What follows belongs to an exercise in optimizing a design on an open flow for small area; a production flow would make more cautious choices.
Function was checked by simulation only, so behaviour that the tests miss may differ from the original.
Power and IR drop assume default switching activity.

Setup of job 1880:
==> flow/design.v (excerpt) <==
module adc_processing #(
    parameter int SCALING_FACTOR = 310866,
    parameter int SHIFT_FACTOR   = 19,
    parameter int NEGATIVE_FACTOR = 12
) (
    input  logic        clk,
    input  logic        reset,
    input  logic        ready,
    input  logic [15:0] data,
    output logic [15:0] ave_data,
    output logic [15:0] scaled_adc_data
);
    localparam int SCALING_FACTOR_WIDTH = $clog2(SCALING_FACTOR) + 1;
    localparam int INTERMEDIATE_WIDTH = 16 + SCALING_FACTOR_WIDTH;
    localparam logic [INTERMEDIATE_WIDTH-1:0] OFFSET =
        INTERMEDIATE_WIDTH'(-(longint'(NEGATIVE_FACTOR) << SHIFT_FACTOR));
    localparam logic [15:0] STAGE_RESET = 16'(-NEGATIVE_FACTOR);
    logic [INTERMEDIATE_WIDTH-1:0] product;
    logic [15:0] stage1, stage2;
    averager #(
        .power(8),  
        .N(16)      
    ) AVERAGER (
        .reset(reset),
        .clk(clk),
        .EN(ready),
        .Din(data),
        .Q(ave_data)
    );
    localparam logic [INTERMEDIATE_WIDTH-1:0] NEG_FIX =
        INTERMEDIATE_WIDTH'((64'd1 << 9) - (64'd1 << 25));
    logic [15:0] ave_n;
    logic [INTERMEDIATE_WIDTH-1:0] x, xn;
    assign ave_n = ~ave_data;
    assign x  = INTERMEDIATE_WIDTH'(ave_data);
    assign xn = INTERMEDIATE_WIDTH'(ave_n);
    assign product = (x << 18) + (x << 15) + (x << 14) + (xn << 9) + (x << 6) + (x << 4) + (x << 1)
                   + NEG_FIX + OFFSET;
    always_ff @(posedge clk) begin
        if (reset) begin
            scaled_adc_data <= 0;
            stage1          <= STAGE_RESET;
            stage2          <= STAGE_RESET;
        end
        else if (ready) begin
            stage1          <= product[SHIFT_FACTOR +: 16];
            stage2          <= stage1;
            scaled_adc_data <= stage2;
        end
    end
endmodule
==> flow/config.mk <==
export PLATFORM = sky130hd
export DESIGN_NAME = adc_processing
export DESIGN_NICKNAME = adc_processing
export VERILOG_FILES = /design/flow/design.v
export SDC_FILE = /design/flow/constraint.sdc
export NUM_CORES = 4
export LEC_CHECK = 0
export CAP_MARGIN = 20
export CORE_MARGIN = 2
export CORE_UTILIZATION = 80
export CTS_BUF_LIST = sky130_fd_sc_hd__clkbuf_8
export CTS_CLUSTER_DIAMETER = 40
export CTS_CLUSTER_SIZE = 18
export PLACE_DENSITY = 0.88
export SLEW_MARGIN = 20
==> flow/constraint.sdc <==
create_clock -name core_clock -period 10.0 [get_ports {clk}]
set_input_delay 2.0000 -clock core_clock [delete_from_list [all_inputs] [get_ports {clk}]]
set_output_delay 2.0000 -clock core_clock [all_outputs]
set_load 0.01 [all_outputs]
run.sh (not shown) runs the stock make flow with config.mk's settings and CLKGATE_MAP_FILE= SYNTH_SCRIPT=/design/flow/synth_recipe.tcl, a recipe that flattens the netlist after the stock synthesis.
Edits applied to the flow inputs when going from job 1880 to job 9402:
# job 1880
export LEC_CHECK = 0
export CAP_MARGIN = 20
export CORE_MARGIN = 2
export CORE_UTILIZATION = 80
export CTS_BUF_LIST = sky130_fd_sc_hd__clkbuf_8
export CTS_CLUSTER_DIAMETER = 40
export CTS_CLUSTER_SIZE = 18
export PLACE_DENSITY = 0.88
export SLEW_MARGIN = 20
create_clock -name core_clock -period 10.0 [get_ports {clk}]
# job 9402
export LEC_CHECK = 0
export CAP_MARGIN = 20
export CORE_MARGIN = 2
export CORE_UTILIZATION = 70
export PLACE_DENSITY = 0.8
export SLEW_MARGIN = 20
create_clock -name core_clock -period 10.0 [get_ports {clk}]
==> flow/flow/run.sh (new file) <==
#!/bin/bash
# Standard layout, except that clock tree synthesis inserts no dummy loads
# and clusters up to 30 flip-flops per leaf buffer.
set -euo pipefail
export CTS_ARGS="-sink_clustering_enable -repair_clock_nets -dont_use_dummy_load -buf_list sky130_fd_sc_hd__clkbuf_16 -sink_clustering_size 30 -sink_clustering_max_diameter 50"
bash standard.sh > standard.log 2>&1
==> flow/standard.sh (new file) <==
#!/bin/bash
# synth_recipe.tcl (not shown) runs the flow's synth.tcl, then flattens the netlist and writes it again
# the make line also repeats each setting of config.mk as NAME=value (left out here)
make -C /OpenROAD-flow-scripts/flow DESIGN_CONFIG=/design/flow/config.mk WORK_HOME=/design/flow/orfs CLKGATE_MAP_FILE= SYNTH_SCRIPT=/design/flow/synth_recipe.tcl "${@:-finish}"
removed: flow/run.sh
Summary of job 9402 over job 1880: utilization now smaller, wire length after detailed routing shrank by 36,000 um, count of non-CTS buffers in the layout picked up an extra 23%.
Top fanout value on the critical path of job 9402 falls short of that of job 1880 by more than half.
Share of the clock period used by the worst path sits higher in job 9402 than in job 1880.
Job 1880 → job 9402: count of clock-buffer cells in the layout decreased by 178 relative to the old numbers; total number of H-tree levels decreased by 1 relative to the old numbers.
## Diff of input files: job 7535 against job 9402
# job 9402
export LEC_CHECK = 0
export CAP_MARGIN = 20
export CORE_MARGIN = 2
export CORE_UTILIZATION = 70
export PLACE_DENSITY = 0.8
export SLEW_MARGIN = 20
create_clock -name core_clock -period 10.0 [get_ports {clk}]
# job 7535
export LEC_CHECK = 0
export CAP_MARGIN = 20
export CORE_MARGIN = 2
export CORE_UTILIZATION = 70
export CTS_BUF_LIST = sky130_fd_sc_hd__clkbuf_16
export CTS_CLUSTER_DIAMETER = 55
export CTS_CLUSTER_SIZE = 32
export PLACE_DENSITY = 0.8
export SLEW_MARGIN = 20
create_clock -name core_clock -period 10.0 [get_ports {clk}]
==> flow/run.sh (new file) <==
#!/bin/bash
# synth_recipe.tcl (not shown) runs the flow's synth.tcl, then flattens the netlist and writes it again
# the make line also repeats each setting of config.mk as NAME=value (left out here)
make -C /OpenROAD-flow-scripts/flow DESIGN_CONFIG=/design/flow/config.mk WORK_HOME=/design/flow/orfs CLKGATE_MAP_FILE= SYNTH_SCRIPT=/design/flow/synth_recipe.tcl finish
removed: flow/flow/run.sh
removed: flow/standard.sh
==> comparison <==
Every stage of the flow completed for job 7535, and the final layout passed the timing, DRC and antenna checks. Sequential share of layout area down 0.56 points in job 7535 wrt job 9402. When the final numbers for job 9402 and job 7535 were put side by side, the total power turned out to be smaller in job 9402. Comparing job 9402 against job 7535, there is no change at all in instance count of the mapped netlist. Number of clock buffer instances in the layout in job 7535 vs job 9402: down about 14%.

==> afterwards: timing with drivers on the ports <==
Ports are ideal in the flow. The routed layouts listed here were re-timed in OpenROAD.
Step 1 (the two cells are an assumption about what drives the block):
set clk [get_ports {clk}]
set_driving_cell -lib_cell sky130_fd_sc_hd__clkbuf_16 $clk
set_driving_cell -lib_cell sky130_fd_sc_hd__buf_2 [delete_from_list [all_inputs] $clk]
Step 2 adds t to the input delays and takes it off the output delays; t is the mean of the earliest and latest rising clock arrival at the registers after step 1. Input paths then give back, and output paths get back, about the clock's delay inside the block.
Slacks: no drivers / after step 1 / after step 2; pairs: no drivers / after step 1.
run | shift t [ns] | setup slack, ns | clock arrival spread, ns
job 1880 | 1.135 | 4.841 / 4.841 / 4.478 | 0.089 / 0.089
job 9402 | 0.922 | 4.727 / 4.727 / 4.310 | 0.124 / 0.123
job 7535 | 0.944 | 4.760 / 4.760 / 4.371 | 0.049 / 0.049
After both steps every run listed still meets setup and hold. For job 9402, which loses most, drivers alone change the setup slack by 0.000 ns; drivers and shift together by -0.417 ns.
